What follows belongs to an exercise in optimizing a design on an open flow for small area; a production flow would make more cautious choices.
RTL that was checked went through simulation tests only; none was proved equivalent to the original.
For run 1, only the layout was checked, not whether the RTL still works.
Power is estimated from default activity; no workload was simulated.

## flow/design.v (module list and top-level ports; edited modules follow where they fit)
// module fir_fa: 4 lines
// module fir_ha: 4 lines
// module fir: 891 lines
module fir #(parameter DWIDTH = 16)
(
  input clk,
  input rstn,
  input signed [DWIDTH-1:0] i_data,
  output signed [(2*DWIDTH)-1:0] o_data
);
  // ...
==> flow/flow/run.sh <==
#!/bin/bash
set -euo pipefail
cd "$(dirname "$0")/.."
export CTS_ARGS="-sink_clustering_enable -repair_clock_nets -dont_use_dummy_load -sink_clustering_size 18 -sink_clustering_max_diameter 70 -buf_list {sky130_fd_sc_hd__clkbuf_8}"
export BUFFER_PORTS_ARGS="-buffer_cell sky130_fd_sc_hd__buf_1"
bash standard.sh > flow_make.log 2>&1
==> flow/standard.sh <==
#!/bin/bash
# synth_recipe.tcl (not shown) runs the flow's synth.tcl, then flattens the netlist and writes it again
# the make line also repeats each setting of config.mk as NAME=value (left out here)
make -C /OpenROAD-flow-scripts/flow DESIGN_CONFIG=/design/flow/config.mk WORK_HOME=/design/flow/orfs CLKGATE_MAP_FILE= SYNTH_SCRIPT=/design/flow/synth_recipe.tcl "${@:-finish}"
==> flow/config.mk <==
export PLATFORM = sky130hd
export DESIGN_NAME = fir
export DESIGN_NICKNAME = fir
export VERILOG_FILES = /design/flow/design.v
export SDC_FILE = /design/flow/constraint.sdc
export NUM_CORES = 4
export LEC_CHECK = 0
export CAP_MARGIN = 20
export CORE_MARGIN = 2
export CORE_UTILIZATION = 40
export SLEW_MARGIN = 20
export SYNTH_HIERARCHICAL = 1
export SYNTH_MINIMUM_KEEP_SIZE = 0
==> flow/constraint.sdc <==
create_clock -name core_clock -period 8.0 [get_ports {clk}]
set_input_delay 1.6000 -clock core_clock [delete_from_list [all_inputs] [get_ports {clk}]]
set_output_delay 1.6000 -clock core_clock [all_outputs]
set_load 0.01 [all_outputs]
==> results.txt, run 1 <==
----------------------------------------------------
[Cells and area]
  Register fraction of the total cell area ... 0.5153
  Biggest Area Class ... flip-flops and latches
  Flip-flop count of the largest register, all copies and words added ... 432
  Share of cell area taken by multi-input logic gates ... 0.3681
  Area taken by flip-flops and latches ... 11140 sq um
  Area used by multi-input combinational logic ... 7955 sq um
  Post-route cell area ... 21610 sq um

[Timing]
  Layout Skew ... 0.07467 ns
  Highest Clock Rate ... approximately 0.13 GHz
  Min Clock Period, post-route ... 7.783 ns

[Logic synthesis]
  Mux share of post-synthesis cell area ... 0
  Post-Syn Area per Cell ... roughly 15 sq um
  Count of different cell masters after synthesis ... 32
  Leading register cell type out of synthesis ... dfxtp_1
  Most frequent cells after synthesis ... 556 x dfxtp_1, 284 x fa_1, 131 x inv_1
  Area share of and/or/nand/nor cells after synthesis ... 0.04752

[Setup path]
  WP buf/inv ... 0
  Endpoint kind of the worst setup timing path ... register
  Cells on worst reg2reg path ... 21

[Detailed routing]
  Total length of routed met2 wires ... 15930 microns
  Avg Vias per Cell ... 4.300
  Met3 routed wirelength ... 1280 microns

[Floorplan]
  Placement row count ... 80

[Outcome]
  Status ... no timing/DRC/antenna violations

[Place]
  Port bufs ... between 40 and 50

[Clock network]
  H-tree depth ... 2
  Count of hold buffers inserted by post-cts repair ... 0

[Power and ir drop]
  Total power ... 5314 uW

[GRT]
  Met1 Resource Use GR ... 0.1920

----------------------------------------------------
==> inputs of run 2 (changes only) <==
==> flow/design.v (replaced) <==
`timescale 1ns / 1ps
module fir_fa (input a, input b, input c, output s, output co);
  assign s  = a ^ b ^ c;
  assign co = (a & b) | (a & c) | (b & c);
endmodule
module fir_ha (input a, input b, output s, output co);
  assign s  = a ^ b;
  assign co = a & b;
endmodule
`timescale 1ns / 1ps
module fir #(parameter DWIDTH = 16)
(
  input clk,
  input rstn,
  input signed [DWIDTH-1:0] i_data,
  output signed [(2*DWIDTH)-1:0] o_data
);
reg [15:0] d [0:26];
reg [4:0] cnt;       
reg [31:0] acc;
integer m;
always @(posedge clk) begin
  d[0] <= i_data;
  for (m = 1; m < 27; m = m + 1) d[m] <= d[m-1];
end
always @(posedge clk) begin
  if (!rstn)          cnt <= 5'd0;
  else if (cnt != 28) cnt <= cnt + 5'd1;
end
reg v14, v15, v17, v19, v21, v23, v25, v27;
always @(posedge clk) begin
  v14 <= rstn && cnt >= 5'd13;
  v15 <= rstn && cnt >= 5'd14;
  v17 <= rstn && cnt >= 5'd16;
  v19 <= rstn && cnt >= 5'd18;
  v21 <= rstn && cnt >= 5'd20;
  v23 <= rstn && cnt >= 5'd22;
  v25 <= rstn && cnt >= 5'd24;
  v27 <= rstn && cnt >= 5'd26;
end
wire [15:0] u0 = d[12];
wire [15:0] u2 = (d[14] & {16{v15}});
wire [15:0] u4 = (d[16] & {16{v17}});
wire [15:0] u6 = (d[18] & {16{v19}});
wire [15:0] u8 = (d[20] & {16{v21}});
wire [15:0] u10 = (d[22] & {16{v23}});
wire [15:0] u12 = (d[24] & {16{v25}});
wire [15:0] u14 = (d[26] & {16{v27}});
wire a_n1 = ~u0[15];
wire a_n2 = ~u14[15];
wire a_s3, a_c4;
fir_ha u_a_s3 (.a(u0[0]), .b(u14[0]), .s(a_s3), .co(a_c4));
wire a_s5, a_c6;
fir_fa u_a_s5 (.a(u0[1]), .b(u14[1]), .c(a_c4), .s(a_s5), .co(a_c6));
wire a_s7, a_c8;
fir_fa u_a_s7 (.a(u0[2]), .b(u14[2]), .c(a_c6), .s(a_s7), .co(a_c8));
wire a_s9, a_c10;
fir_fa u_a_s9 (.a(u0[3]), .b(u14[3]), .c(a_c8), .s(a_s9), .co(a_c10));
wire a_s11, a_c12;
fir_fa u_a_s11 (.a(u0[4]), .b(u14[4]), .c(a_c10), .s(a_s11), .co(a_c12));
wire a_s13, a_c14;
fir_fa u_a_s13 (.a(u0[5]), .b(u14[5]), .c(a_c12), .s(a_s13), .co(a_c14));
wire a_s15, a_c16;
fir_fa u_a_s15 (.a(u0[6]), .b(u14[6]), .c(a_c14), .s(a_s15), .co(a_c16));
wire a_s17, a_c18;
fir_fa u_a_s17 (.a(u0[7]), .b(u14[7]), .c(a_c16), .s(a_s17), .co(a_c18));
wire a_s19, a_c20;
fir_fa u_a_s19 (.a(u0[8]), .b(u14[8]), .c(a_c18), .s(a_s19), .co(a_c20));
wire a_s21, a_c22;
fir_fa u_a_s21 (.a(u0[9]), .b(u14[9]), .c(a_c20), .s(a_s21), .co(a_c22));
wire a_s23, a_c24;
fir_fa u_a_s23 (.a(u0[10]), .b(u14[10]), .c(a_c22), .s(a_s23), .co(a_c24));
wire a_s25, a_c26;
fir_fa u_a_s25 (.a(u0[11]), .b(u14[11]), .c(a_c24), .s(a_s25), .co(a_c26));
wire a_s27, a_c28;
fir_fa u_a_s27 (.a(u0[12]), .b(u14[12]), .c(a_c26), .s(a_s27), .co(a_c28));
wire a_s29, a_c30;
fir_fa u_a_s29 (.a(u0[13]), .b(u14[13]), .c(a_c28), .s(a_s29), .co(a_c30));
wire a_s31, a_c32;
fir_fa u_a_s31 (.a(u0[14]), .b(u14[14]), .c(a_c30), .s(a_s31), .co(a_c32));
wire a_s33, a_c34;
fir_fa u_a_s33 (.a(a_n1), .b(a_n2), .c(a_c32), .s(a_s33), .co(a_c34));
wire a_n35 = ~a_c34;
wire a_n36 = ~a_s3;
wire a_n37 = ~a_s5;
wire a_n38 = ~a_s7;
wire a_n39 = ~a_s9;
wire a_n40 = ~a_s11;
wire a_n41 = ~a_s13;
wire a_n42 = ~a_s15;
wire a_n43 = ~a_s17;
wire a_n44 = ~a_s19;
wire a_n45 = ~a_s21;
wire a_n46 = ~a_s23;
wire a_n47 = ~a_s25;
wire a_n48 = ~a_s27;
wire a_n49 = ~a_s29;
wire a_n50 = ~a_s31;
wire a_n51 = ~a_s33;
wire a_s52, a_c53;
fir_ha u_a_s52 (.a(a_n36), .b(a_n37), .s(a_s52), .co(a_c53));
wire a_s54, a_c55;
fir_ha u_a_s54 (.a(a_c53), .b(a_n38), .s(a_s54), .co(a_c55));
wire a_s56, a_c57;
fir_fa u_a_s56 (.a(a_s3), .b(a_c55), .c(a_n39), .s(a_s56), .co(a_c57));
wire a_s58, a_c59;
fir_fa u_a_s58 (.a(a_s5), .b(a_n40), .c(a_c57), .s(a_s58), .co(a_c59));
wire a_s60, a_c61;
fir_fa u_a_s60 (.a(a_s7), .b(a_n41), .c(a_c59), .s(a_s60), .co(a_c61));
wire a_s62, a_c63;
fir_fa u_a_s62 (.a(a_s9), .b(a_n42), .c(a_c61), .s(a_s62), .co(a_c63));
wire a_s64, a_c65;
fir_fa u_a_s64 (.a(a_s11), .b(a_c63), .c(a_n43), .s(a_s64), .co(a_c65));
wire a_s66, a_c67;
fir_fa u_a_s66 (.a(a_s13), .b(a_n44), .c(a_c65), .s(a_s66), .co(a_c67));
wire a_s68, a_c69;
fir_fa u_a_s68 (.a(a_s15), .b(a_n45), .c(a_c67), .s(a_s68), .co(a_c69));
wire a_s70, a_c71;
fir_fa u_a_s70 (.a(a_s17), .b(a_n46), .c(a_c69), .s(a_s70), .co(a_c71));
wire a_s72, a_c73;
fir_fa u_a_s72 (.a(a_s19), .b(a_n47), .c(a_c71), .s(a_s72), .co(a_c73));
wire a_s74, a_c75;
fir_fa u_a_s74 (.a(a_s21), .b(a_n48), .c(a_c73), .s(a_s74), .co(a_c75));
wire a_s76, a_c77;
fir_fa u_a_s76 (.a(a_s23), .b(a_n49), .c(a_c75), .s(a_s76), .co(a_c77));
wire a_s78, a_c79;
fir_fa u_a_s78 (.a(a_s25), .b(a_n50), .c(a_c77), .s(a_s78), .co(a_c79));
wire a_s80, a_c81;
fir_fa u_a_s80 (.a(a_s27), .b(a_n51), .c(a_c79), .s(a_s80), .co(a_c81));
wire a_s82 = ~(a_s29 ^ a_n35);
wire a_c83 = a_s29 | a_n35;
wire a_s84 = ~(a_s31 ^ a_c83);
wire a_c85 = a_s31 | a_c83;
wire a_s86 = ~(a_s33 ^ a_c85);
wire a_c87 = a_s33 | a_c85;
wire a_s88, a_c89;
fir_ha u_a_s88 (.a(a_c34), .b(a_c87), .s(a_s88), .co(a_c89));
wire a_n90 = ~u2[15];
wire a_n91 = ~u12[15];
wire a_s92, a_c93;
fir_ha u_a_s92 (.a(u2[0]), .b(u12[0]), .s(a_s92), .co(a_c93));
wire a_s94, a_c95;
fir_fa u_a_s94 (.a(u2[1]), .b(u12[1]), .c(a_c93), .s(a_s94), .co(a_c95));
wire a_s96, a_c97;
fir_fa u_a_s96 (.a(u2[2]), .b(u12[2]), .c(a_c95), .s(a_s96), .co(a_c97));
wire a_s98, a_c99;
fir_fa u_a_s98 (.a(u2[3]), .b(u12[3]), .c(a_c97), .s(a_s98), .co(a_c99));
wire a_s100, a_c101;
fir_fa u_a_s100 (.a(u2[4]), .b(u12[4]), .c(a_c99), .s(a_s100), .co(a_c101));
wire a_s102, a_c103;
fir_fa u_a_s102 (.a(u2[5]), .b(u12[5]), .c(a_c101), .s(a_s102), .co(a_c103));
wire a_s104, a_c105;
fir_fa u_a_s104 (.a(u2[6]), .b(u12[6]), .c(a_c103), .s(a_s104), .co(a_c105));
wire a_s106, a_c107;
fir_fa u_a_s106 (.a(u2[7]), .b(u12[7]), .c(a_c105), .s(a_s106), .co(a_c107));
wire a_s108, a_c109;
fir_fa u_a_s108 (.a(u2[8]), .b(u12[8]), .c(a_c107), .s(a_s108), .co(a_c109));
wire a_s110, a_c111;
fir_fa u_a_s110 (.a(u2[9]), .b(u12[9]), .c(a_c109), .s(a_s110), .co(a_c111));
wire a_s112, a_c113;
fir_fa u_a_s112 (.a(u2[10]), .b(u12[10]), .c(a_c111), .s(a_s112), .co(a_c113));
wire a_s114, a_c115;
fir_fa u_a_s114 (.a(u2[11]), .b(u12[11]), .c(a_c113), .s(a_s114), .co(a_c115));
wire a_s116, a_c117;
fir_fa u_a_s116 (.a(u2[12]), .b(u12[12]), .c(a_c115), .s(a_s116), .co(a_c117));
wire a_s118, a_c119;
fir_fa u_a_s118 (.a(u2[13]), .b(u12[13]), .c(a_c117), .s(a_s118), .co(a_c119));
wire a_s120, a_c121;
fir_fa u_a_s120 (.a(u2[14]), .b(u12[14]), .c(a_c119), .s(a_s120), .co(a_c121));
wire a_s122, a_c123;
fir_fa u_a_s122 (.a(a_n90), .b(a_n91), .c(a_c121), .s(a_s122), .co(a_c123));
wire a_n124 = ~a_c123;
wire a_s125, a_c126;
fir_ha u_a_s125 (.a(a_s92), .b(a_s96), .s(a_s125), .co(a_c126));
wire a_s127, a_c128;
fir_fa u_a_s127 (.a(a_s94), .b(a_c126), .c(a_s98), .s(a_s127), .co(a_c128));
wire a_s129, a_c130;
fir_fa u_a_s129 (.a(a_s96), .b(a_s100), .c(a_c128), .s(a_s129), .co(a_c130));
wire a_s131, a_c132;
fir_fa u_a_s131 (.a(a_s98), .b(a_s102), .c(a_c130), .s(a_s131), .co(a_c132));
wire a_s133, a_c134;
fir_fa u_a_s133 (.a(a_s100), .b(a_s104), .c(a_c132), .s(a_s133), .co(a_c134));
wire a_s135, a_c136;
fir_fa u_a_s135 (.a(a_s102), .b(a_s106), .c(a_c134), .s(a_s135), .co(a_c136));
wire a_s137, a_c138;
fir_fa u_a_s137 (.a(a_s104), .b(a_s108), .c(a_c136), .s(a_s137), .co(a_c138));
wire a_s139, a_c140;
fir_fa u_a_s139 (.a(a_s106), .b(a_s110), .c(a_c138), .s(a_s139), .co(a_c140));
wire a_s141, a_c142;
fir_fa u_a_s141 (.a(a_s108), .b(a_s112), .c(a_c140), .s(a_s141), .co(a_c142));
wire a_s143, a_c144;
fir_fa u_a_s143 (.a(a_s110), .b(a_s114), .c(a_c142), .s(a_s143), .co(a_c144));
wire a_s145, a_c146;
fir_fa u_a_s145 (.a(a_s112), .b(a_s116), .c(a_c144), .s(a_s145), .co(a_c146));
wire a_s147, a_c148;
fir_fa u_a_s147 (.a(a_s114), .b(a_s118), .c(a_c146), .s(a_s147), .co(a_c148));
wire a_s149, a_c150;
fir_fa u_a_s149 (.a(a_s116), .b(a_s120), .c(a_c148), .s(a_s149), .co(a_c150));
wire a_s151, a_c152;
fir_fa u_a_s151 (.a(a_s118), .b(a_s122), .c(a_c150), .s(a_s151), .co(a_c152));
wire a_s153 = ~(a_s120 ^ a_c123);
wire a_c154 = a_s120 | a_c123;
wire a_s155 = ~(a_s122 ^ a_c154);
wire a_c156 = a_s122 | a_c154;
wire a_s157, a_c158;
fir_ha u_a_s157 (.a(a_c123), .b(a_c156), .s(a_s157), .co(a_c158));
wire a_n159 = ~a_c158;
wire a_n160 = ~u4[15];
wire a_n161 = ~u10[15];
wire a_s162, a_c163;
fir_ha u_a_s162 (.a(u4[0]), .b(u10[0]), .s(a_s162), .co(a_c163));
wire a_s164, a_c165;
fir_fa u_a_s164 (.a(u4[1]), .b(u10[1]), .c(a_c163), .s(a_s164), .co(a_c165));
wire a_s166, a_c167;
fir_fa u_a_s166 (.a(u4[2]), .b(u10[2]), .c(a_c165), .s(a_s166), .co(a_c167));
wire a_s168, a_c169;
fir_fa u_a_s168 (.a(u4[3]), .b(u10[3]), .c(a_c167), .s(a_s168), .co(a_c169));
wire a_s170, a_c171;
fir_fa u_a_s170 (.a(u4[4]), .b(u10[4]), .c(a_c169), .s(a_s170), .co(a_c171));
wire a_s172, a_c173;
fir_fa u_a_s172 (.a(u4[5]), .b(u10[5]), .c(a_c171), .s(a_s172), .co(a_c173));
wire a_s174, a_c175;
fir_fa u_a_s174 (.a(u4[6]), .b(u10[6]), .c(a_c173), .s(a_s174), .co(a_c175));
wire a_s176, a_c177;
fir_fa u_a_s176 (.a(u4[7]), .b(u10[7]), .c(a_c175), .s(a_s176), .co(a_c177));
wire a_s178, a_c179;
fir_fa u_a_s178 (.a(u4[8]), .b(u10[8]), .c(a_c177), .s(a_s178), .co(a_c179));
wire a_s180, a_c181;
fir_fa u_a_s180 (.a(u4[9]), .b(u10[9]), .c(a_c179), .s(a_s180), .co(a_c181));
wire a_s182, a_c183;
fir_fa u_a_s182 (.a(u4[10]), .b(u10[10]), .c(a_c181), .s(a_s182), .co(a_c183));
wire a_s184, a_c185;
fir_fa u_a_s184 (.a(u4[11]), .b(u10[11]), .c(a_c183), .s(a_s184), .co(a_c185));
wire a_s186, a_c187;
fir_fa u_a_s186 (.a(u4[12]), .b(u10[12]), .c(a_c185), .s(a_s186), .co(a_c187));
wire a_s188, a_c189;
fir_fa u_a_s188 (.a(u4[13]), .b(u10[13]), .c(a_c187), .s(a_s188), .co(a_c189));
wire a_s190, a_c191;
fir_fa u_a_s190 (.a(u4[14]), .b(u10[14]), .c(a_c189), .s(a_s190), .co(a_c191));
wire a_s192, a_c193;
fir_fa u_a_s192 (.a(a_n160), .b(a_n161), .c(a_c191), .s(a_s192), .co(a_c193));
wire a_n194 = ~a_c193;
wire a_s195, a_c196;
fir_ha u_a_s195 (.a(a_s162), .b(a_s164), .s(a_s195), .co(a_c196));
wire a_s197, a_c198;
fir_fa u_a_s197 (.a(a_s164), .b(a_c196), .c(a_s166), .s(a_s197), .co(a_c198));
wire a_s199, a_c200;
fir_fa u_a_s199 (.a(a_s166), .b(a_s168), .c(a_c198), .s(a_s199), .co(a_c200));
wire a_s201, a_c202;
fir_fa u_a_s201 (.a(a_s168), .b(a_s170), .c(a_c200), .s(a_s201), .co(a_c202));
wire a_s203, a_c204;
fir_fa u_a_s203 (.a(a_s170), .b(a_s172), .c(a_c202), .s(a_s203), .co(a_c204));
wire a_s205, a_c206;
fir_fa u_a_s205 (.a(a_s172), .b(a_s174), .c(a_c204), .s(a_s205), .co(a_c206));
wire a_s207, a_c208;
fir_fa u_a_s207 (.a(a_s174), .b(a_s176), .c(a_c206), .s(a_s207), .co(a_c208));
wire a_s209, a_c210;
fir_fa u_a_s209 (.a(a_s176), .b(a_s178), .c(a_c208), .s(a_s209), .co(a_c210));
wire a_s211, a_c212;
fir_fa u_a_s211 (.a(a_s178), .b(a_s180), .c(a_c210), .s(a_s211), .co(a_c212));
wire a_s213, a_c214;
fir_fa u_a_s213 (.a(a_s180), .b(a_s182), .c(a_c212), .s(a_s213), .co(a_c214));
wire a_s215, a_c216;
fir_fa u_a_s215 (.a(a_s182), .b(a_s184), .c(a_c214), .s(a_s215), .co(a_c216));
wire a_s217, a_c218;
fir_fa u_a_s217 (.a(a_s184), .b(a_s186), .c(a_c216), .s(a_s217), .co(a_c218));
wire a_s219, a_c220;
fir_fa u_a_s219 (.a(a_s186), .b(a_s188), .c(a_c218), .s(a_s219), .co(a_c220));
wire a_s221, a_c222;
fir_fa u_a_s221 (.a(a_s188), .b(a_s190), .c(a_c220), .s(a_s221), .co(a_c222));
wire a_s223, a_c224;
fir_fa u_a_s223 (.a(a_s190), .b(a_s192), .c(a_c222), .s(a_s223), .co(a_c224));
wire a_s225 = ~(a_c193 ^ a_s192);
wire a_c226 = a_c193 | a_s192;
wire a_s227, a_c228;
fir_ha u_a_s227 (.a(a_c193), .b(a_c226), .s(a_s227), .co(a_c228));
wire a_n229 = ~a_c228;
wire a_n230 = ~u6[15];
wire a_n231 = ~u8[15];
wire a_s232, a_c233;
fir_ha u_a_s232 (.a(u6[0]), .b(u8[0]), .s(a_s232), .co(a_c233));
wire a_s234, a_c235;
fir_fa u_a_s234 (.a(u6[1]), .b(u8[1]), .c(a_c233), .s(a_s234), .co(a_c235));
wire a_s236, a_c237;
fir_fa u_a_s236 (.a(u6[2]), .b(u8[2]), .c(a_c235), .s(a_s236), .co(a_c237));
wire a_s238, a_c239;
fir_fa u_a_s238 (.a(u6[3]), .b(u8[3]), .c(a_c237), .s(a_s238), .co(a_c239));
wire a_s240, a_c241;
fir_fa u_a_s240 (.a(u6[4]), .b(u8[4]), .c(a_c239), .s(a_s240), .co(a_c241));
wire a_s242, a_c243;
fir_fa u_a_s242 (.a(u6[5]), .b(u8[5]), .c(a_c241), .s(a_s242), .co(a_c243));
wire a_s244, a_c245;
fir_fa u_a_s244 (.a(u6[6]), .b(u8[6]), .c(a_c243), .s(a_s244), .co(a_c245));
wire a_s246, a_c247;
fir_fa u_a_s246 (.a(u6[7]), .b(u8[7]), .c(a_c245), .s(a_s246), .co(a_c247));
wire a_s248, a_c249;
fir_fa u_a_s248 (.a(u6[8]), .b(u8[8]), .c(a_c247), .s(a_s248), .co(a_c249));
wire a_s250, a_c251;
fir_fa u_a_s250 (.a(u6[9]), .b(u8[9]), .c(a_c249), .s(a_s250), .co(a_c251));
wire a_s252, a_c253;
fir_fa u_a_s252 (.a(u6[10]), .b(u8[10]), .c(a_c251), .s(a_s252), .co(a_c253));
wire a_s254, a_c255;
fir_fa u_a_s254 (.a(u6[11]), .b(u8[11]), .c(a_c253), .s(a_s254), .co(a_c255));
wire a_s256, a_c257;
fir_fa u_a_s256 (.a(u6[12]), .b(u8[12]), .c(a_c255), .s(a_s256), .co(a_c257));
wire a_s258, a_c259;
fir_fa u_a_s258 (.a(u6[13]), .b(u8[13]), .c(a_c257), .s(a_s258), .co(a_c259));
wire a_s260, a_c261;
fir_fa u_a_s260 (.a(u6[14]), .b(u8[14]), .c(a_c259), .s(a_s260), .co(a_c261));
wire a_s262, a_c263;
fir_fa u_a_s262 (.a(a_n230), .b(a_n231), .c(a_c261), .s(a_s262), .co(a_c263));
wire a_n264 = ~a_c263;
wire a_s265, a_c266;
fir_ha u_a_s265 (.a(a_s232), .b(a_s236), .s(a_s265), .co(a_c266));
wire a_s267, a_c268;
fir_fa u_a_s267 (.a(a_s234), .b(a_c266), .c(a_s238), .s(a_s267), .co(a_c268));
wire a_s269, a_c270;
fir_fa u_a_s269 (.a(a_s236), .b(a_s240), .c(a_c268), .s(a_s269), .co(a_c270));
wire a_s271, a_c272;
fir_fa u_a_s271 (.a(a_s238), .b(a_s242), .c(a_c270), .s(a_s271), .co(a_c272));
wire a_s273, a_c274;
fir_fa u_a_s273 (.a(a_s240), .b(a_s244), .c(a_c272), .s(a_s273), .co(a_c274));
wire a_s275, a_c276;
fir_fa u_a_s275 (.a(a_s242), .b(a_s246), .c(a_c274), .s(a_s275), .co(a_c276));
wire a_s277, a_c278;
fir_fa u_a_s277 (.a(a_s244), .b(a_s248), .c(a_c276), .s(a_s277), .co(a_c278));
wire a_s279, a_c280;
fir_fa u_a_s279 (.a(a_s246), .b(a_s250), .c(a_c278), .s(a_s279), .co(a_c280));
wire a_s281, a_c282;
fir_fa u_a_s281 (.a(a_s248), .b(a_s252), .c(a_c280), .s(a_s281), .co(a_c282));
wire a_s283, a_c284;
fir_fa u_a_s283 (.a(a_s250), .b(a_s254), .c(a_c282), .s(a_s283), .co(a_c284));
wire a_s285, a_c286;
fir_fa u_a_s285 (.a(a_s252), .b(a_s256), .c(a_c284), .s(a_s285), .co(a_c286));
wire a_s287, a_c288;
fir_fa u_a_s287 (.a(a_s254), .b(a_s258), .c(a_c286), .s(a_s287), .co(a_c288));
wire a_s289, a_c290;
fir_fa u_a_s289 (.a(a_s256), .b(a_s260), .c(a_c288), .s(a_s289), .co(a_c290));
wire a_s291, a_c292;
fir_fa u_a_s291 (.a(a_s258), .b(a_s262), .c(a_c290), .s(a_s291), .co(a_c292));
wire a_s293 = ~(a_s260 ^ a_c263);
wire a_c294 = a_s260 | a_c263;
wire a_s295 = ~(a_s262 ^ a_c294);
wire a_c296 = a_s262 | a_c294;
wire a_s297, a_c298;
fir_ha u_a_s297 (.a(a_c263), .b(a_c296), .s(a_s297), .co(a_c298));
wire a_n299 = ~a_c298;
reg [20:0] x0;
reg [20:0] x2;
reg [19:0] x4;
reg [20:0] x6;
always @(posedge clk) begin
  x0 <= {a_c81, a_s88, a_s86, a_s84, a_s82, a_s80, a_s78, a_s76, a_s74, a_s72, a_s70, a_s68, a_s66, a_s64, a_s62, a_s60, a_s58, a_s56, a_s54, a_s52, a_s3};
  x2 <= {a_c152, a_n159, a_s157, a_s155, a_s153, a_s151, a_s149, a_s147, a_s145, a_s143, a_s141, a_s139, a_s137, a_s135, a_s133, a_s131, a_s129, a_s127, a_s125, a_s94, a_s92};
  x4 <= {a_c224, a_n229, a_s227, a_s225, a_s223, a_s221, a_s219, a_s217, a_s215, a_s213, a_s211, a_s209, a_s207, a_s205, a_s203, a_s201, a_s199, a_s197, a_s195, a_s162};
  x6 <= {a_c292, a_n299, a_s297, a_s295, a_s293, a_s291, a_s289, a_s287, a_s285, a_s283, a_s281, a_s279, a_s277, a_s275, a_s273, a_s271, a_s269, a_s267, a_s265, a_s234, a_s232};
end
wire [15:0] t7 = d[20] & {16{v21}};
wire b_n1 = ~x0[19];
wire b_n2 = ~x0[0];
wire b_n3 = ~x0[1];
wire b_n4 = ~x0[2];
wire b_n5 = ~x0[3];
wire b_n6 = ~x0[4];
wire b_n7 = ~x0[5];
wire b_n8 = ~x0[6];
wire b_n9 = ~x0[7];
wire b_n10 = ~x0[8];
wire b_n11 = ~x0[9];
wire b_n12 = ~x0[10];
wire b_n13 = ~x0[11];
wire b_n14 = ~x0[12];
wire b_n15 = ~x0[13];
wire b_n16 = ~x0[14];
wire b_n17 = ~x0[15];
wire b_n18 = ~x0[16];
wire b_n19 = ~x0[17];
wire b_n20 = ~x0[18];
wire b_n21 = ~x0[20];
wire b_n22 = ~x2[19];
wire b_n23 = ~x4[18];
wire b_n24 = ~x4[0];
wire b_n25 = ~x4[1];
wire b_n26 = ~x4[2];
wire b_n27 = ~x4[3];
wire b_n28 = ~x4[4];
wire b_n29 = ~x4[5];
wire b_n30 = ~x4[6];
wire b_n31 = ~x4[7];
wire b_n32 = ~x4[8];
wire b_n33 = ~x4[9];
wire b_n34 = ~x4[10];
wire b_n35 = ~x4[11];
wire b_n36 = ~x4[12];
wire b_n37 = ~x4[13];
wire b_n38 = ~x4[14];
wire b_n39 = ~x4[15];
wire b_n40 = ~x4[16];
wire b_n41 = ~x4[17];
wire b_n42 = ~x4[19];
wire b_n43 = ~x6[19];
wire b_n44 = ~t7[15];
wire b_s45, b_c46;
fir_fa u_b_s45 (.a(x0[0]), .b(x2[2]), .c(x4[0]), .s(b_s45), .co(b_c46));
wire b_s47, b_c48;
fir_fa u_b_s47 (.a(x0[1]), .b(x2[3]), .c(x4[1]), .s(b_s47), .co(b_c48));
wire b_s49, b_c50;
fir_fa u_b_s49 (.a(x6[0]), .b(x6[3]), .c(b_c46), .s(b_s49), .co(b_c50));
wire b_s51, b_c52;
fir_fa u_b_s51 (.a(x0[2]), .b(x2[4]), .c(x4[2]), .s(b_s51), .co(b_c52));
wire b_s53, b_c54;
fir_fa u_b_s53 (.a(x6[1]), .b(x6[4]), .c(b_c48), .s(b_s53), .co(b_c54));
wire b_s55, b_c56;
fir_fa u_b_s55 (.a(b_s51), .b(b_c50), .c(b_s53), .s(b_s55), .co(b_c56));
wire b_s57, b_c58;
fir_fa u_b_s57 (.a(x0[3]), .b(x2[0]), .c(x2[5]), .s(b_s57), .co(b_c58));
wire b_s59, b_c60;
fir_fa u_b_s59 (.a(x4[3]), .b(x6[2]), .c(x6[5]), .s(b_s59), .co(b_c60));
wire b_s61, b_c62;
fir_fa u_b_s61 (.a(b_c52), .b(b_s57), .c(b_s59), .s(b_s61), .co(b_c62));
wire b_s63, b_c64;
fir_fa u_b_s63 (.a(b_c54), .b(b_s61), .c(b_c56), .s(b_s63), .co(b_c64));
wire b_s65, b_c66;
fir_fa u_b_s65 (.a(x0[4]), .b(x2[1]), .c(x2[6]), .s(b_s65), .co(b_c66));
wire b_s67, b_c68;
fir_fa u_b_s67 (.a(x4[4]), .b(x6[3]), .c(x6[6]), .s(b_s67), .co(b_c68));
wire b_s69, b_c70;
fir_fa u_b_s69 (.a(b_c58), .b(b_c60), .c(b_s65), .s(b_s69), .co(b_c70));
wire b_s71, b_c72;
fir_fa u_b_s71 (.a(b_s67), .b(b_c62), .c(b_s69), .s(b_s71), .co(b_c72));
wire b_s73 = ~(x0[5] ^ x2[2]);
wire b_c74 = x0[5] | x2[2];
wire b_s75, b_c76;
fir_fa u_b_s75 (.a(x2[7]), .b(x4[5]), .c(x6[4]), .s(b_s75), .co(b_c76));
wire b_s77, b_c78;
fir_fa u_b_s77 (.a(x6[7]), .b(b_n2), .c(b_s73), .s(b_s77), .co(b_c78));
wire b_s79, b_c80;
fir_fa u_b_s79 (.a(b_c66), .b(b_c68), .c(b_s75), .s(b_s79), .co(b_c80));
wire b_s81, b_c82;
fir_fa u_b_s81 (.a(b_s77), .b(b_c70), .c(b_s79), .s(b_s81), .co(b_c82));
wire b_s83, b_c84;
fir_fa u_b_s83 (.a(x0[6]), .b(x2[0]), .c(x2[3]), .s(b_s83), .co(b_c84));
wire b_s85, b_c86;
fir_fa u_b_s85 (.a(x2[8]), .b(x4[6]), .c(x6[5]), .s(b_s85), .co(b_c86));
wire b_s87, b_c88;
fir_fa u_b_s87 (.a(x6[8]), .b(b_n3), .c(b_c74), .s(b_s87), .co(b_c88));
wire b_s89, b_c90;
fir_fa u_b_s89 (.a(b_c76), .b(b_s83), .c(b_s85), .s(b_s89), .co(b_c90));
wire b_s91, b_c92;
fir_fa u_b_s91 (.a(b_c78), .b(b_s87), .c(b_c80), .s(b_s91), .co(b_c92));
wire b_s93, b_c94;
fir_fa u_b_s93 (.a(b_s89), .b(b_c82), .c(b_s91), .s(b_s93), .co(b_c94));
wire b_s95, b_c96;
fir_fa u_b_s95 (.a(x0[7]), .b(x2[1]), .c(x2[4]), .s(b_s95), .co(b_c96));
wire b_s97, b_c98;
fir_fa u_b_s97 (.a(x2[9]), .b(x4[7]), .c(x6[6]), .s(b_s97), .co(b_c98));
wire b_s99, b_c100;
fir_fa u_b_s99 (.a(x6[9]), .b(b_n4), .c(b_c84), .s(b_s99), .co(b_c100));
wire b_s101, b_c102;
fir_fa u_b_s101 (.a(b_c86), .b(b_s95), .c(b_s97), .s(b_s101), .co(b_c102));
wire b_s103, b_c104;
fir_fa u_b_s103 (.a(b_c88), .b(b_c90), .c(b_s99), .s(b_s103), .co(b_c104));
wire b_s105, b_c106;
fir_fa u_b_s105 (.a(b_s101), .b(b_c92), .c(b_s103), .s(b_s105), .co(b_c106));
wire b_s107 = ~(x0[8] ^ x2[2]);
wire b_c108 = x0[8] | x2[2];
wire b_s109, b_c110;
fir_fa u_b_s109 (.a(x2[5]), .b(x2[10]), .c(x4[8]), .s(b_s109), .co(b_c110));
wire b_s111, b_c112;
fir_fa u_b_s111 (.a(x6[7]), .b(x6[10]), .c(b_n5), .s(b_s111), .co(b_c112));
wire b_s113, b_c114;
fir_fa u_b_s113 (.a(b_n24), .b(b_s107), .c(b_c96), .s(b_s113), .co(b_c114));
wire b_s115, b_c116;
fir_fa u_b_s115 (.a(b_c98), .b(b_s109), .c(b_s111), .s(b_s115), .co(b_c116));
wire b_s117, b_c118;
fir_fa u_b_s117 (.a(b_c100), .b(b_c102), .c(b_s113), .s(b_s117), .co(b_c118));
wire b_s119, b_c120;
fir_fa u_b_s119 (.a(b_s115), .b(b_c104), .c(b_s117), .s(b_s119), .co(b_c120));
wire b_s121, b_c122;
fir_fa u_b_s121 (.a(x0[9]), .b(x2[3]), .c(x2[6]), .s(b_s121), .co(b_c122));
wire b_s123, b_c124;
fir_fa u_b_s123 (.a(x2[11]), .b(x4[9]), .c(x6[0]), .s(b_s123), .co(b_c124));
wire b_s125, b_c126;
fir_fa u_b_s125 (.a(x6[8]), .b(x6[11]), .c(b_n6), .s(b_s125), .co(b_c126));
wire b_s127, b_c128;
fir_fa u_b_s127 (.a(b_n25), .b(b_c108), .c(b_c110), .s(b_s127), .co(b_c128));
wire b_s129, b_c130;
fir_fa u_b_s129 (.a(b_c112), .b(b_s121), .c(b_s123), .s(b_s129), .co(b_c130));
wire b_s131, b_c132;
fir_fa u_b_s131 (.a(b_s125), .b(b_c114), .c(b_s127), .s(b_s131), .co(b_c132));
wire b_s133, b_c134;
fir_fa u_b_s133 (.a(b_c116), .b(b_s129), .c(b_c118), .s(b_s133), .co(b_c134));
wire b_s135, b_c136;
fir_fa u_b_s135 (.a(b_s131), .b(b_c120), .c(b_s133), .s(b_s135), .co(b_c136));
wire b_s137, b_c138;
fir_fa u_b_s137 (.a(x0[10]), .b(x2[4]), .c(x2[7]), .s(b_s137), .co(b_c138));
wire b_s139, b_c140;
fir_fa u_b_s139 (.a(x2[12]), .b(x4[10]), .c(x6[1]), .s(b_s139), .co(b_c140));
wire b_s141, b_c142;
fir_fa u_b_s141 (.a(x6[9]), .b(x6[12]), .c(b_n7), .s(b_s141), .co(b_c142));
wire b_s143, b_c144;
fir_fa u_b_s143 (.a(b_n26), .b(b_c122), .c(b_c124), .s(b_s143), .co(b_c144));
wire b_s145, b_c146;
fir_fa u_b_s145 (.a(b_c126), .b(b_s137), .c(b_s139), .s(b_s145), .co(b_c146));
wire b_s147, b_c148;
fir_fa u_b_s147 (.a(b_s141), .b(b_c128), .c(b_c130), .s(b_s147), .co(b_c148));
wire b_s149, b_c150;
fir_fa u_b_s149 (.a(b_s143), .b(b_s145), .c(b_c132), .s(b_s149), .co(b_c150));
wire b_s151, b_c152;
fir_fa u_b_s151 (.a(b_s147), .b(b_c134), .c(b_s149), .s(b_s151), .co(b_c152));
wire b_s153, b_c154;
fir_fa u_b_s153 (.a(x0[11]), .b(x2[5]), .c(x2[8]), .s(b_s153), .co(b_c154));
wire b_s155, b_c156;
fir_fa u_b_s155 (.a(x2[13]), .b(x4[11]), .c(x6[2]), .s(b_s155), .co(b_c156));
wire b_s157, b_c158;
fir_fa u_b_s157 (.a(x6[10]), .b(x6[13]), .c(b_n8), .s(b_s157), .co(b_c158));
wire b_s159, b_c160;
fir_fa u_b_s159 (.a(b_n27), .b(b_c138), .c(b_c140), .s(b_s159), .co(b_c160));
wire b_s161, b_c162;
fir_fa u_b_s161 (.a(b_c142), .b(b_s153), .c(b_s155), .s(b_s161), .co(b_c162));
wire b_s163, b_c164;
fir_fa u_b_s163 (.a(b_s157), .b(b_c144), .c(b_c146), .s(b_s163), .co(b_c164));
wire b_s165, b_c166;
fir_fa u_b_s165 (.a(b_s159), .b(b_s161), .c(b_c148), .s(b_s165), .co(b_c166));
wire b_s167, b_c168;
fir_fa u_b_s167 (.a(b_s163), .b(b_c150), .c(b_s165), .s(b_s167), .co(b_c168));
wire b_s169, b_c170;
fir_fa u_b_s169 (.a(x0[12]), .b(x2[6]), .c(x2[9]), .s(b_s169), .co(b_c170));
wire b_s171, b_c172;
fir_fa u_b_s171 (.a(x2[14]), .b(x4[12]), .c(x6[3]), .s(b_s171), .co(b_c172));
wire b_s173, b_c174;
fir_fa u_b_s173 (.a(x6[11]), .b(x6[14]), .c(b_n9), .s(b_s173), .co(b_c174));
wire b_s175, b_c176;
fir_fa u_b_s175 (.a(b_n28), .b(t7[0]), .c(b_c154), .s(b_s175), .co(b_c176));
wire b_s177, b_c178;
fir_fa u_b_s177 (.a(b_c156), .b(b_c158), .c(b_s169), .s(b_s177), .co(b_c178));
wire b_s179, b_c180;
fir_fa u_b_s179 (.a(b_s171), .b(b_s173), .c(b_c160), .s(b_s179), .co(b_c180));
wire b_s181, b_c182;
fir_fa u_b_s181 (.a(b_c162), .b(b_s175), .c(b_s177), .s(b_s181), .co(b_c182));
wire b_s183, b_c184;
fir_fa u_b_s183 (.a(b_c164), .b(b_s179), .c(b_s181), .s(b_s183), .co(b_c184));
wire b_s185, b_c186;
fir_fa u_b_s185 (.a(b_c166), .b(b_s183), .c(b_c168), .s(b_s185), .co(b_c186));
wire b_s187, b_c188;
fir_fa u_b_s187 (.a(x0[13]), .b(x2[7]), .c(x2[10]), .s(b_s187), .co(b_c188));
wire b_s189, b_c190;
fir_fa u_b_s189 (.a(x2[15]), .b(x4[13]), .c(x6[4]), .s(b_s189), .co(b_c190));
wire b_s191, b_c192;
fir_fa u_b_s191 (.a(x6[12]), .b(x6[15]), .c(b_n10), .s(b_s191), .co(b_c192));
wire b_s193, b_c194;
fir_fa u_b_s193 (.a(b_n29), .b(t7[1]), .c(b_c170), .s(b_s193), .co(b_c194));
wire b_s195, b_c196;
fir_fa u_b_s195 (.a(b_c172), .b(b_c174), .c(b_s187), .s(b_s195), .co(b_c196));
wire b_s197, b_c198;
fir_fa u_b_s197 (.a(b_s189), .b(b_s191), .c(b_c176), .s(b_s197), .co(b_c198));
wire b_s199, b_c200;
fir_fa u_b_s199 (.a(b_c178), .b(b_s193), .c(b_s195), .s(b_s199), .co(b_c200));
wire b_s201, b_c202;
fir_fa u_b_s201 (.a(b_c180), .b(b_s197), .c(b_c182), .s(b_s201), .co(b_c202));
wire b_s203, b_c204;
fir_fa u_b_s203 (.a(b_s199), .b(b_c184), .c(b_s201), .s(b_s203), .co(b_c204));
wire b_s205, b_c206;
fir_fa u_b_s205 (.a(x0[14]), .b(x2[8]), .c(x2[11]), .s(b_s205), .co(b_c206));
wire b_s207, b_c208;
fir_fa u_b_s207 (.a(x2[16]), .b(x2[20]), .c(x4[14]), .s(b_s207), .co(b_c208));
wire b_s209, b_c210;
fir_fa u_b_s209 (.a(x6[5]), .b(x6[13]), .c(x6[16]), .s(b_s209), .co(b_c210));
wire b_s211, b_c212;
fir_fa u_b_s211 (.a(x6[20]), .b(b_n11), .c(b_n30), .s(b_s211), .co(b_c212));
wire b_s213, b_c214;
fir_fa u_b_s213 (.a(t7[2]), .b(b_c188), .c(b_c190), .s(b_s213), .co(b_c214));
wire b_s215, b_c216;
fir_fa u_b_s215 (.a(b_c192), .b(b_s205), .c(b_s207), .s(b_s215), .co(b_c216));
wire b_s217, b_c218;
fir_fa u_b_s217 (.a(b_s209), .b(b_s211), .c(b_c194), .s(b_s217), .co(b_c218));
wire b_s219, b_c220;
fir_fa u_b_s219 (.a(b_c196), .b(b_s213), .c(b_s215), .s(b_s219), .co(b_c220));
wire b_s221, b_c222;
fir_fa u_b_s221 (.a(b_c198), .b(b_s217), .c(b_c200), .s(b_s221), .co(b_c222));
wire b_s223, b_c224;
fir_fa u_b_s223 (.a(b_s219), .b(b_c202), .c(b_s221), .s(b_s223), .co(b_c224));
wire b_s225, b_c226;
fir_fa u_b_s225 (.a(x0[15]), .b(x2[9]), .c(x2[12]), .s(b_s225), .co(b_c226));
wire b_s227, b_c228;
fir_fa u_b_s227 (.a(x2[17]), .b(x4[15]), .c(x6[6]), .s(b_s227), .co(b_c228));
wire b_s229, b_c230;
fir_fa u_b_s229 (.a(x6[14]), .b(x6[17]), .c(b_n12), .s(b_s229), .co(b_c230));
wire b_s231, b_c232;
fir_fa u_b_s231 (.a(b_n31), .b(t7[3]), .c(b_c206), .s(b_s231), .co(b_c232));
wire b_s233, b_c234;
fir_fa u_b_s233 (.a(b_c208), .b(b_c210), .c(b_c212), .s(b_s233), .co(b_c234));
wire b_s235, b_c236;
fir_fa u_b_s235 (.a(b_s225), .b(b_s227), .c(b_s229), .s(b_s235), .co(b_c236));
wire b_s237, b_c238;
fir_fa u_b_s237 (.a(b_c214), .b(b_c216), .c(b_s231), .s(b_s237), .co(b_c238));
wire b_s239, b_c240;
fir_fa u_b_s239 (.a(b_s233), .b(b_s235), .c(b_c218), .s(b_s239), .co(b_c240));
wire b_s241, b_c242;
fir_fa u_b_s241 (.a(b_c220), .b(b_s237), .c(b_s239), .s(b_s241), .co(b_c242));
wire b_s243, b_c244;
fir_fa u_b_s243 (.a(b_c222), .b(b_s241), .c(b_c224), .s(b_s243), .co(b_c244));
wire b_s245, b_c246;
fir_fa u_b_s245 (.a(x0[16]), .b(x0[20]), .c(x2[10]), .s(b_s245), .co(b_c246));
wire b_s247, b_c248;
fir_fa u_b_s247 (.a(x2[13]), .b(x2[18]), .c(x4[16]), .s(b_s247), .co(b_c248));
wire b_s249, b_c250;
fir_fa u_b_s249 (.a(x4[19]), .b(x6[7]), .c(x6[15]), .s(b_s249), .co(b_c250));
wire b_s251, b_c252;
fir_fa u_b_s251 (.a(x6[18]), .b(b_n13), .c(b_n32), .s(b_s251), .co(b_c252));
wire b_s253, b_c254;
fir_fa u_b_s253 (.a(t7[4]), .b(b_c226), .c(b_c228), .s(b_s253), .co(b_c254));
wire b_s255, b_c256;
fir_fa u_b_s255 (.a(b_c230), .b(b_s245), .c(b_s247), .s(b_s255), .co(b_c256));
wire b_s257, b_c258;
fir_fa u_b_s257 (.a(b_s249), .b(b_s251), .c(b_c232), .s(b_s257), .co(b_c258));
wire b_s259, b_c260;
fir_fa u_b_s259 (.a(b_c234), .b(b_s253), .c(b_c236), .s(b_s259), .co(b_c260));
wire b_s261, b_c262;
fir_fa u_b_s261 (.a(b_s255), .b(b_c238), .c(b_s257), .s(b_s261), .co(b_c262));
wire b_s263, b_c264;
fir_fa u_b_s263 (.a(b_s259), .b(b_c240), .c(b_s261), .s(b_s263), .co(b_c264));
wire b_s265, b_c266;
fir_fa u_b_s265 (.a(b_c242), .b(b_s263), .c(b_c244), .s(b_s265), .co(b_c266));
wire b_s267, b_c268;
fir_fa u_b_s267 (.a(x0[17]), .b(x2[11]), .c(x2[14]), .s(b_s267), .co(b_c268));
wire b_s269, b_c270;
fir_fa u_b_s269 (.a(x4[17]), .b(x6[8]), .c(x6[16]), .s(b_s269), .co(b_c270));
wire b_s271, b_c272;
fir_fa u_b_s271 (.a(x6[20]), .b(b_n14), .c(b_n22), .s(b_s271), .co(b_c272));
wire b_s273, b_c274;
fir_fa u_b_s273 (.a(b_n33), .b(b_n43), .c(t7[5]), .s(b_s273), .co(b_c274));
wire b_s275, b_c276;
fir_fa u_b_s275 (.a(b_c246), .b(b_c248), .c(b_c250), .s(b_s275), .co(b_c276));
wire b_s277, b_c278;
fir_fa u_b_s277 (.a(b_c252), .b(b_s267), .c(b_s269), .s(b_s277), .co(b_c278));
wire b_s279, b_c280;
fir_fa u_b_s279 (.a(b_s271), .b(b_s273), .c(b_c254), .s(b_s279), .co(b_c280));
wire b_s281, b_c282;
fir_fa u_b_s281 (.a(b_c256), .b(b_s275), .c(b_s277), .s(b_s281), .co(b_c282));
wire b_s283, b_c284;
fir_fa u_b_s283 (.a(b_c258), .b(b_s279), .c(b_c260), .s(b_s283), .co(b_c284));
wire b_s285, b_c286;
fir_fa u_b_s285 (.a(b_s281), .b(b_c262), .c(b_s283), .s(b_s285), .co(b_c286));
wire b_s287, b_c288;
fir_fa u_b_s287 (.a(b_c264), .b(b_s285), .c(b_c266), .s(b_s287), .co(b_c288));
wire b_s289, b_c290;
fir_fa u_b_s289 (.a(x0[18]), .b(x2[12]), .c(x2[15]), .s(b_s289), .co(b_c290));
wire b_s291, b_c292;
fir_fa u_b_s291 (.a(x6[9]), .b(x6[17]), .c(b_n15), .s(b_s291), .co(b_c292));
wire b_s293, b_c294;
fir_fa u_b_s293 (.a(b_n34), .b(b_n23), .c(t7[6]), .s(b_s293), .co(b_c294));
wire b_s295, b_c296;
fir_fa u_b_s295 (.a(b_c268), .b(b_c270), .c(b_c272), .s(b_s295), .co(b_c296));
wire b_s297, b_c298;
fir_fa u_b_s297 (.a(b_s289), .b(b_s291), .c(b_c274), .s(b_s297), .co(b_c298));
wire b_s299, b_c300;
fir_fa u_b_s299 (.a(b_s293), .b(b_c276), .c(b_c278), .s(b_s299), .co(b_c300));
wire b_s301, b_c302;
fir_fa u_b_s301 (.a(b_s295), .b(b_s297), .c(b_c280), .s(b_s301), .co(b_c302));
wire b_s303, b_c304;
fir_fa u_b_s303 (.a(b_c282), .b(b_s299), .c(b_s301), .s(b_s303), .co(b_c304));
wire b_s305, b_c306;
fir_fa u_b_s305 (.a(b_c284), .b(b_s303), .c(b_c286), .s(b_s305), .co(b_c306));
wire b_s307, b_c308;
fir_fa u_b_s307 (.a(x2[13]), .b(x2[16]), .c(x2[20]), .s(b_s307), .co(b_c308));
wire b_s309, b_c310;
fir_fa u_b_s309 (.a(x6[10]), .b(x6[18]), .c(b_n16), .s(b_s309), .co(b_c310));
wire b_s311, b_c312;
fir_fa u_b_s311 (.a(b_n1), .b(b_n35), .c(t7[7]), .s(b_s311), .co(b_c312));
wire b_s313, b_c314;
fir_fa u_b_s313 (.a(b_c290), .b(b_c292), .c(b_s307), .s(b_s313), .co(b_c314));
wire b_s315, b_c316;
fir_fa u_b_s315 (.a(b_s309), .b(b_c294), .c(b_s311), .s(b_s315), .co(b_c316));
wire b_s317, b_c318;
fir_fa u_b_s317 (.a(b_c296), .b(b_c298), .c(b_s313), .s(b_s317), .co(b_c318));
wire b_s319, b_c320;
fir_fa u_b_s319 (.a(b_s315), .b(b_c300), .c(b_s317), .s(b_s319), .co(b_c320));
wire b_s321, b_c322;
fir_fa u_b_s321 (.a(b_c302), .b(b_s319), .c(b_c304), .s(b_s321), .co(b_c322));
wire b_s323, b_c324;
fir_fa u_b_s323 (.a(x2[14]), .b(x2[17]), .c(x6[11]), .s(b_s323), .co(b_c324));
wire b_s325, b_c326;
fir_fa u_b_s325 (.a(b_n17), .b(b_n36), .c(b_n43), .s(b_s325), .co(b_c326));
wire b_s327, b_c328;
fir_fa u_b_s327 (.a(t7[8]), .b(b_c308), .c(b_c310), .s(b_s327), .co(b_c328));
wire b_s329, b_c330;
fir_fa u_b_s329 (.a(b_s323), .b(b_s325), .c(b_c312), .s(b_s329), .co(b_c330));
wire b_s331, b_c332;
fir_fa u_b_s331 (.a(b_c314), .b(b_s327), .c(b_c316), .s(b_s331), .co(b_c332));
wire b_s333, b_c334;
fir_fa u_b_s333 (.a(b_s329), .b(b_c318), .c(b_s331), .s(b_s333), .co(b_c334));
wire b_s335, b_c336;
fir_fa u_b_s335 (.a(b_c320), .b(b_s333), .c(b_c322), .s(b_s335), .co(b_c336));
wire b_s337, b_c338;
fir_fa u_b_s337 (.a(x2[15]), .b(x2[18]), .c(x6[12]), .s(b_s337), .co(b_c338));
wire b_s339, b_c340;
fir_fa u_b_s339 (.a(b_n18), .b(b_n21), .c(b_n37), .s(b_s339), .co(b_c340));
wire b_s341, b_c342;
fir_fa u_b_s341 (.a(t7[9]), .b(b_c324), .c(b_c326), .s(b_s341), .co(b_c342));
wire b_s343, b_c344;
fir_fa u_b_s343 (.a(b_s337), .b(b_s339), .c(b_c328), .s(b_s343), .co(b_c344));
wire b_s345, b_c346;
fir_fa u_b_s345 (.a(b_s341), .b(b_c330), .c(b_s343), .s(b_s345), .co(b_c346));
wire b_s347, b_c348;
fir_fa u_b_s347 (.a(b_c332), .b(b_s345), .c(b_c334), .s(b_s347), .co(b_c348));
wire b_s349, b_c350;
fir_fa u_b_s349 (.a(x2[16]), .b(x2[20]), .c(x6[13]), .s(b_s349), .co(b_c350));
wire b_s351, b_c352;
fir_fa u_b_s351 (.a(b_n19), .b(b_n22), .c(b_n38), .s(b_s351), .co(b_c352));
wire b_s353, b_c354;
fir_fa u_b_s353 (.a(t7[10]), .b(b_c338), .c(b_c340), .s(b_s353), .co(b_c354));
wire b_s355, b_c356;
fir_fa u_b_s355 (.a(b_s349), .b(b_s351), .c(b_c342), .s(b_s355), .co(b_c356));
wire b_s357, b_c358;
fir_fa u_b_s357 (.a(b_s353), .b(b_c344), .c(b_s355), .s(b_s357), .co(b_c358));
wire b_s359, b_c360;
fir_fa u_b_s359 (.a(b_c346), .b(b_s357), .c(b_c348), .s(b_s359), .co(b_c360));
wire b_s361 = ~(x2[17] ^ x6[14]);
wire b_c362 = x2[17] | x6[14];
wire b_s363, b_c364;
fir_fa u_b_s363 (.a(b_n20), .b(b_n39), .c(t7[11]), .s(b_s363), .co(b_c364));
wire b_s365, b_c366;
fir_fa u_b_s365 (.a(b_s361), .b(b_c350), .c(b_c352), .s(b_s365), .co(b_c366));
wire b_s367, b_c368;
fir_fa u_b_s367 (.a(b_s363), .b(b_c354), .c(b_s365), .s(b_s367), .co(b_c368));
wire b_s369, b_c370;
fir_fa u_b_s369 (.a(b_c356), .b(b_s367), .c(b_c358), .s(b_s369), .co(b_c370));
wire b_s371 = ~(x0[19] ^ x2[18]);
wire b_c372 = x0[19] | x2[18];
wire b_s373, b_c374;
fir_fa u_b_s373 (.a(x6[15]), .b(b_n40), .c(b_n42), .s(b_s373), .co(b_c374));
wire b_s375, b_c376;
fir_fa u_b_s375 (.a(t7[12]), .b(b_c362), .c(b_s371), .s(b_s375), .co(b_c376));
wire b_s377, b_c378;
fir_fa u_b_s377 (.a(b_s373), .b(b_c364), .c(b_s375), .s(b_s377), .co(b_c378));
wire b_s379, b_c380;
fir_fa u_b_s379 (.a(b_c366), .b(b_s377), .c(b_c368), .s(b_s379), .co(b_c380));
wire b_s381 = ~(x6[16] ^ x6[20]);
wire b_c382 = x6[16] | x6[20];
wire b_s383, b_c384;
fir_fa u_b_s383 (.a(b_n22), .b(b_n41), .c(t7[13]), .s(b_s383), .co(b_c384));
wire b_s385, b_c386;
fir_fa u_b_s385 (.a(b_c372), .b(b_s381), .c(b_c374), .s(b_s385), .co(b_c386));
wire b_s387, b_c388;
fir_fa u_b_s387 (.a(b_c376), .b(b_s383), .c(b_s385), .s(b_s387), .co(b_c388));
wire b_s389, b_c390;
fir_fa u_b_s389 (.a(b_c378), .b(b_s387), .c(b_c380), .s(b_s389), .co(b_c390));
wire b_s391 = ~(x4[18] ^ x6[17]);
wire b_c392 = x4[18] | x6[17];
wire b_s393, b_c394;
fir_fa u_b_s393 (.a(t7[14]), .b(b_c382), .c(b_s391), .s(b_s393), .co(b_c394));
wire b_s395, b_c396;
fir_fa u_b_s395 (.a(b_c384), .b(b_s393), .c(b_c386), .s(b_s395), .co(b_c396));
wire b_s397, b_c398;
fir_fa u_b_s397 (.a(b_c388), .b(b_s395), .c(b_c390), .s(b_s397), .co(b_c398));
wire b_s399 = ~(x6[18] ^ b_c392);
wire b_c400 = x6[18] | b_c392;
wire b_s401, b_c402;
fir_fa u_b_s401 (.a(b_n44), .b(b_s399), .c(b_c394), .s(b_s401), .co(b_c402));
wire b_s403, b_c404;
fir_fa u_b_s403 (.a(b_s401), .b(b_c396), .c(b_c398), .s(b_s403), .co(b_c404));
wire b_s405 = ~(b_n43 ^ b_c400);
wire b_c406 = b_n43 | b_c400;
wire b_s407, b_c408;
fir_fa u_b_s407 (.a(b_s405), .b(b_c402), .c(b_c404), .s(b_s407), .co(b_c408));
wire b_s409, b_c410;
fir_ha u_b_s409 (.a(x2[0]), .b(x6[0]), .s(b_s409), .co(b_c410));
wire b_s411, b_c412;
fir_fa u_b_s411 (.a(x2[1]), .b(x6[1]), .c(b_c410), .s(b_s411), .co(b_c412));
wire b_s413, b_c414;
fir_fa u_b_s413 (.a(x6[2]), .b(b_s45), .c(b_c412), .s(b_s413), .co(b_c414));
wire b_s415, b_c416;
fir_fa u_b_s415 (.a(b_s47), .b(b_s49), .c(b_c414), .s(b_s415), .co(b_c416));
wire b_s417, b_c418;
fir_ha u_b_s417 (.a(b_c416), .b(b_s55), .s(b_s417), .co(b_c418));
wire b_s419, b_c420;
fir_ha u_b_s419 (.a(b_c418), .b(b_s63), .s(b_s419), .co(b_c420));
wire b_s421, b_c422;
fir_fa u_b_s421 (.a(b_s71), .b(b_c64), .c(b_c420), .s(b_s421), .co(b_c422));
wire b_s423, b_c424;
fir_fa u_b_s423 (.a(b_c72), .b(b_s81), .c(b_c422), .s(b_s423), .co(b_c424));
wire b_s425, b_c426;
fir_ha u_b_s425 (.a(b_s93), .b(b_c424), .s(b_s425), .co(b_c426));
wire b_s427, b_c428;
fir_fa u_b_s427 (.a(b_c94), .b(b_s105), .c(b_c426), .s(b_s427), .co(b_c428));
wire b_s429, b_c430;
fir_fa u_b_s429 (.a(b_c106), .b(b_s119), .c(b_c428), .s(b_s429), .co(b_c430));
wire b_s431, b_c432;
fir_ha u_b_s431 (.a(b_s135), .b(b_c430), .s(b_s431), .co(b_c432));
wire b_s433, b_c434;
fir_fa u_b_s433 (.a(b_c136), .b(b_s151), .c(b_c432), .s(b_s433), .co(b_c434));
wire b_s435, b_c436;
fir_fa u_b_s435 (.a(b_c152), .b(b_s167), .c(b_c434), .s(b_s435), .co(b_c436));
wire b_s437, b_c438;
fir_ha u_b_s437 (.a(b_c186), .b(b_s203), .s(b_s437), .co(b_c438));
wire b_s439, b_c440;
fir_ha u_b_s439 (.a(b_c204), .b(b_s223), .s(b_s439), .co(b_c440));
wire b_s441, b_c442;
fir_ha u_b_s441 (.a(b_c288), .b(b_s305), .s(b_s441), .co(b_c442));
wire b_s443, b_c444;
fir_ha u_b_s443 (.a(b_c306), .b(b_s321), .s(b_s443), .co(b_c444));
wire b_s445, b_c446;
fir_ha u_b_s445 (.a(b_c336), .b(b_s347), .s(b_s445), .co(b_c446));
wire b_s447, b_c448;
fir_ha u_b_s447 (.a(b_c360), .b(b_s369), .s(b_s447), .co(b_c448));
wire b_s449, b_c450;
fir_ha u_b_s449 (.a(b_c370), .b(b_s379), .s(b_s449), .co(b_c450));
wire b_s451, b_c452;
fir_ha u_b_s451 (.a(b_c406), .b(b_c408), .s(b_s451), .co(b_c452));
wire b_g453 = 1'b0 | (b_s185 & b_c436);
wire b_g454 = b_c438 | (b_s437 & b_g453);
wire b_p455 = b_s437 & b_s185;
wire b_g456 = 1'b0 | (b_s243 & b_c440);
wire b_p457 = b_s243 & b_s439;
wire b_g458 = 1'b0 | (b_s287 & 1'b0);
wire b_p459 = b_s287 & b_s265;
wire b_g460 = b_c444 | (b_s443 & b_c442);
wire b_p461 = b_s443 & b_s441;
wire b_g462 = b_c446 | (b_s445 & 1'b0);
wire b_p463 = b_s445 & b_s335;
wire b_g464 = b_c448 | (b_s447 & 1'b0);
wire b_p465 = b_s447 & b_s359;
wire b_g466 = 1'b0 | (b_s389 & b_c450);
wire b_p467 = b_s389 & b_s449;
wire b_g468 = 1'b0 | (b_s403 & 1'b0);
wire b_p469 = b_s403 & b_s397;
wire b_g470 = b_c452 | (b_s451 & 1'b0);
wire b_p471 = b_s451 & b_s407;
wire b_g472 = b_g456 | (b_p457 & b_g454);
wire b_p473 = b_p457 & b_p455;
wire b_g474 = b_g460 | (b_p461 & b_g458);
wire b_p475 = b_p461 & b_p459;
wire b_g476 = b_g464 | (b_p465 & b_g462);
wire b_p477 = b_p465 & b_p463;
wire b_g478 = b_g468 | (b_p469 & b_g466);
wire b_p479 = b_p469 & b_p467;
wire b_g480 = b_g474 | (b_p475 & b_g472);
wire b_p481 = b_p475 & b_p473;
wire b_g482 = b_g478 | (b_p479 & b_g476);
wire b_p483 = b_p479 & b_p477;
wire b_g484 = b_g482 | (b_p483 & b_g480);
wire b_p485 = b_p483 & b_p481;
wire b_g486 = b_g476 | (b_p477 & b_g480);
wire b_p487 = b_p477 & b_p481;
wire b_g488 = b_g458 | (b_p459 & b_g472);
wire b_p489 = b_p459 & b_p473;
wire b_g490 = b_g462 | (b_p463 & b_g480);
wire b_p491 = b_p463 & b_p481;
wire b_g492 = b_g466 | (b_p467 & b_g486);
wire b_p493 = b_p467 & b_p487;
wire b_g494 = b_g470 | (b_p471 & b_g484);
wire b_p495 = b_p471 & b_p485;
wire b_g496 = b_c440 | (b_s439 & b_g454);
wire b_p497 = b_s439 & b_p455;
wire b_g498 = 1'b0 | (b_s265 & b_g472);
wire b_p499 = b_s265 & b_p473;
wire b_g500 = b_c442 | (b_s441 & b_g488);
wire b_p501 = b_s441 & b_p489;
wire b_g502 = 1'b0 | (b_s335 & b_g480);
wire b_p503 = b_s335 & b_p481;
wire b_g504 = 1'b0 | (b_s359 & b_g490);
wire b_p505 = b_s359 & b_p491;
wire b_g506 = b_c450 | (b_s449 & b_g486);
wire b_p507 = b_s449 & b_p487;
wire b_g508 = 1'b0 | (b_s397 & b_g492);
wire b_p509 = b_s397 & b_p493;
wire b_g510 = 1'b0 | (b_s407 & b_g484);
wire b_p511 = b_s407 & b_p485;
wire b_z512 = b_s185 ^ b_c436;
wire b_z513 = b_s437 ^ b_g453;
wire b_z514 = b_s439 ^ b_g454;
wire b_z515 = b_s243 ^ b_g496;
wire b_z516 = b_s265 ^ b_g472;
wire b_z517 = b_s287 ^ b_g498;
wire b_z518 = b_s441 ^ b_g488;
wire b_z519 = b_s443 ^ b_g500;
wire b_z520 = b_s335 ^ b_g480;
wire b_z521 = b_s445 ^ b_g502;
wire b_z522 = b_s359 ^ b_g490;
wire b_z523 = b_s447 ^ b_g504;
wire b_z524 = b_s449 ^ b_g486;
wire b_z525 = b_s389 ^ b_g506;
wire b_z526 = b_s397 ^ b_g492;
wire b_z527 = b_s403 ^ b_g508;
wire b_z528 = b_s407 ^ b_g484;
wire b_z529 = b_s451 ^ b_g510;
wire [31:0] sum = {b_z529, b_z528, b_z527, b_z526, b_z525, b_z524, b_z523, b_z522, b_z521, b_z520, b_z519, b_z518, b_z517, b_z516, b_z515, b_z514, b_z513, b_z512, b_s435, b_s433, b_s431, b_s429, b_s427, b_s425, b_s423, b_s421, b_s419, b_s417, b_s415, b_s413, b_s411, b_s409};
always @(posedge clk) acc <= sum & {32{rstn && v14}};
assign o_data = acc;
endmodule
==> run 2 against run 1 <==
  * Still clean
  * Register-to-register slack better by 0.14 ns
  * Count of clock-buffer cells in the layout down 1
  * Synthesized cell count down 2.3%
  * Clock power about the same
  * Maximum frequency up 1.9%
  * Highest routed layer unchanged
==> results.txt, run 2 <==
----------------------------------------------------
[Logic synthesis]
  Post-Syn Area per Cell ... 15.71 sq um (was 15.31 sq um)
  Post-Synthesis Cells ... 1244 (was 1273)
  Count of different cell masters after synthesis ... 29 (was 32)
  Share of Yosys cell area claimed by the top area cell type ... 0.5735 (was 0.5712)
  Most frequent cells after synthesis ... 560 x dfxtp_1, 296 x fa_1, 112 x inv_1 (was 556 x dfxtp_1, 284 x fa_1, 131 x inv_1)
  Sequential-to-total area share from yosys stat ... 0.5735 (was 0.5712)
  Leading register cell type out of synthesis ... dfxtp_1 (unchanged)
  Total of warnings raised by yosys ... 8 (unchanged)

[Cells and area]
  Most common cell after layout, fill and taps aside ... dfxtp_1 (unchanged)
  Leading cell types in the layout, fill and taps excluded ... 559 x dfxtp_1, 296 x fa_1, 112 x inv_1 (was 552 x dfxtp_1, 225 x fa_1, 131 x inv_1)
  Area taken by flip-flops and latches ... 11210 sq um (was 11140 sq um)
  Final-stage net count ... 1700 (was 1794)
  Flip-flop count of the largest register, all copies and words added ... 432 (unchanged)
  Area used by multi-input combinational logic ... 7860 sq um (was 7955 sq um)

[Outcome]
  Status ... no timing/DRC/antenna violations (unchanged)

[GRT]
  Total congestion overflow after global routing ... 0 (unchanged)
  Global-route wire length before repair ... 54960 microns (was 53900 microns)
  Number of antenna violations at the first check in global routing ... 0 (was 1)

[Floorplan]
  Placement row count ... 81 (was 80)
  Chip Height ... 225.1 microns (was 224.7 microns)
  Core area ... 48550 sq um (was 47950 sq um)

[Setup path]
  Launching instance or port of the critical path ... v27 (was d[14][0])
  Critical path fanouts, max ... 16 (was 2)
  Worst reg-to-reg setup slack ... 0.36 ns (was 0.22 ns)
  Cells on worst reg2reg path ... 22 (was 21)
  Endpoint kind of the worst setup timing path ... register (unchanged)
  WP data arrival ... 8.15 ns (was 8.30 ns)
  Endpoint of the worst-slack reg-to-reg timing path ... x0[19] (was x2[18])

[Clock network]
  Count of hold buffers inserted by post-cts repair ... 0 (unchanged)
  H-tree depth ... 2 (unchanged)
  Clk sinks ... 560 (was 556)
  Root buffer cell ... clkbuf_8 (unchanged)

[Timing]
  Rel. slew slack ... 0.7252 (was 0.7242)
  Layout Skew ... 0.09053 ns (was 0.07467 ns)
  Final count of hold timing violations ... 0 (unchanged)
  Highest Clock Rate ... 0.1309 GHz (was 0.1285 GHz)
  Min Clock Period, post-route ... 7.638 ns (was 7.783 ns)
  Share of the clock period used by the worst path ... 0.9548 (was 0.9729)

[Worst hold path]
  Class of the tightest hold or removal check ... reg -> reg (unchanged)

[Detailed routing]
  Avg Vias per Cell ... 4.275 (was 4.300)
  Number of DRC markers after the initial detailed-route iteration ... 313 (was 297)
  Number of nets still failing antenna checks after routing ... 0 (unchanged)

[Power and ir drop]
  Worst voltage drop across the vdd grid ... 0.09725 mV (was 0.09188 mV)
  Total power ... 4976 uW (was 5314 uW)
  Static leakage power ... 0.009520 uW (was 0.009548 uW)

[Place]
  Placer Congestion ... 0.8689 (was 0.8539)
  Port bufs ... 49 (unchanged)
  HPWL after detailed placement ... 27950 microns (was 27930 microns)

[Run]
  Number of max-cap violations ... 0 (unchanged)

----------------------------------------------------
run 2: cell types whose count changed after synthesis, sizes merged, moves of 3 or more:
cell / delta
nand2: -43
xor2: -4
and2: +42
o21ai: +3
inv: -19
xnor2: +5
dfxtp: +4
ha: -18
fa: +12
run 2: metrics by stage:
step             util  instance area, sq um  std cells
3_3_place_gp   0.4226                 20510       1909
3_5_place_dp   0.4226                 20510       1909
4_1_cts        0.4342                 21080       1950
5_1_grt        0.4342                 21080       1950
6_report       0.4342                 21080       1950
2_1_floorplan       -                 19550       1244
run 2: cell families after synthesis:
kind of cell | share of synthesized area
flops | 0.5735
simple gates | 0.05140
fa+ha+maj | 0.3390
compound gates | 0.006785
xor+xnor | 0.004929
buf+inv | 0.02439
run 2: how the worst min path moves through the flow:
stage / from / to / slack, ns / depth (start not counted)
finish: d[20][14] / d[21][14] / 0.27 / 0
global route: d[20][14] / d[21][14] / 0.26 / 0
CTS: d[20][14] / d[21][14] / 0.26 / 0
detailed placement: d[23][2] / d[24][2] / 0.31 / 0
global placement: d[10][6] / d[11][6] / 0.31 / 0
floorplan: d[9][0] / d[10][0] / 0.31 / 0
run 2: cell type report:
class                      count  share of cell area
sequential                   560              0.5319
timing repair buffer          57             0.01157
tap                          622             0.03692
clock buffer                  41             0.02677
multi-input combinational    558              0.3729
inverter                     112             0.01994
run 2: where the power goes:
group	switching [uW]	internal (uW)
Combinational	390	329
Clock	810	461
Sequential	67.3	2920
Total	1270	3710
run 2: repair_timing:
action                     4_1_cts  5_1_grt
setup buffers                    0        0
setup endpoints to repair        0        1
resized for setup                0        1
run 2: per-module statistics from Yosys, one instance, submodules excluded:
module  flip-flops and latches  cell area [sq um]  times used  cells inside
fir                        560              13300           1           922
fir_fa                       0              20.02         296             1
fir_ha                       0              12.51          26             1
run 2: worst max-delay path, cell delays in order, from the launching register on:
cell,delay [ns]
dfxtp_2,0.40
and2_1,0.16
ha_1,0.19
fa_1,0.38
fa_1,0.39
fa_1,0.39
fa_1,0.39
fa_1,0.40
fa_1,0.40
fa_1,0.40
fa_1,0.40
fa_1,0.40
fa_1,0.40
fa_1,0.39
fa_1,0.40
fa_1,0.40
fa_1,0.40
fa_1,0.41
ha_1,0.20
ha_1,0.18
ha_1,0.18
inv_1,0.06
ha_1,0.21
run 2: metal layers:
layer | track usage | vias up | wire length [microns]
met5 | 0 | - | 0
met4 | 0.04956 | 0 | 922
met3 | 0.02216 | 50 | 931
met2 | 0.2454 | 113 | 16260
met1 | 0.1966 | 4256 | 16120
li1 | - | 3918 | -

==> afterwards: timing with drivers on the ports <==
How much do the figures lean on ideal ports? The routed layouts below were timed once more, with nothing changed but the port constraints. Step 1, drivers: a clkbuf_16 drives clk and a buf_2 each remaining input, both assumed. Step 2 times the ports against the registers' clock, not the clock port: input delays grow and output delays shrink by t, the midpoint of the rising clock arrivals with the driver on. Slacks: ideal / step 1 / step 2; pairs: ideal / step 1.
run	t (ns)	setup WS [ns]
run 1	0.635	0.217 / 0.217 / 0.217
run 2	0.629	0.362 / 0.362 / 0.362
After both steps setup and hold are still met in every run listed.
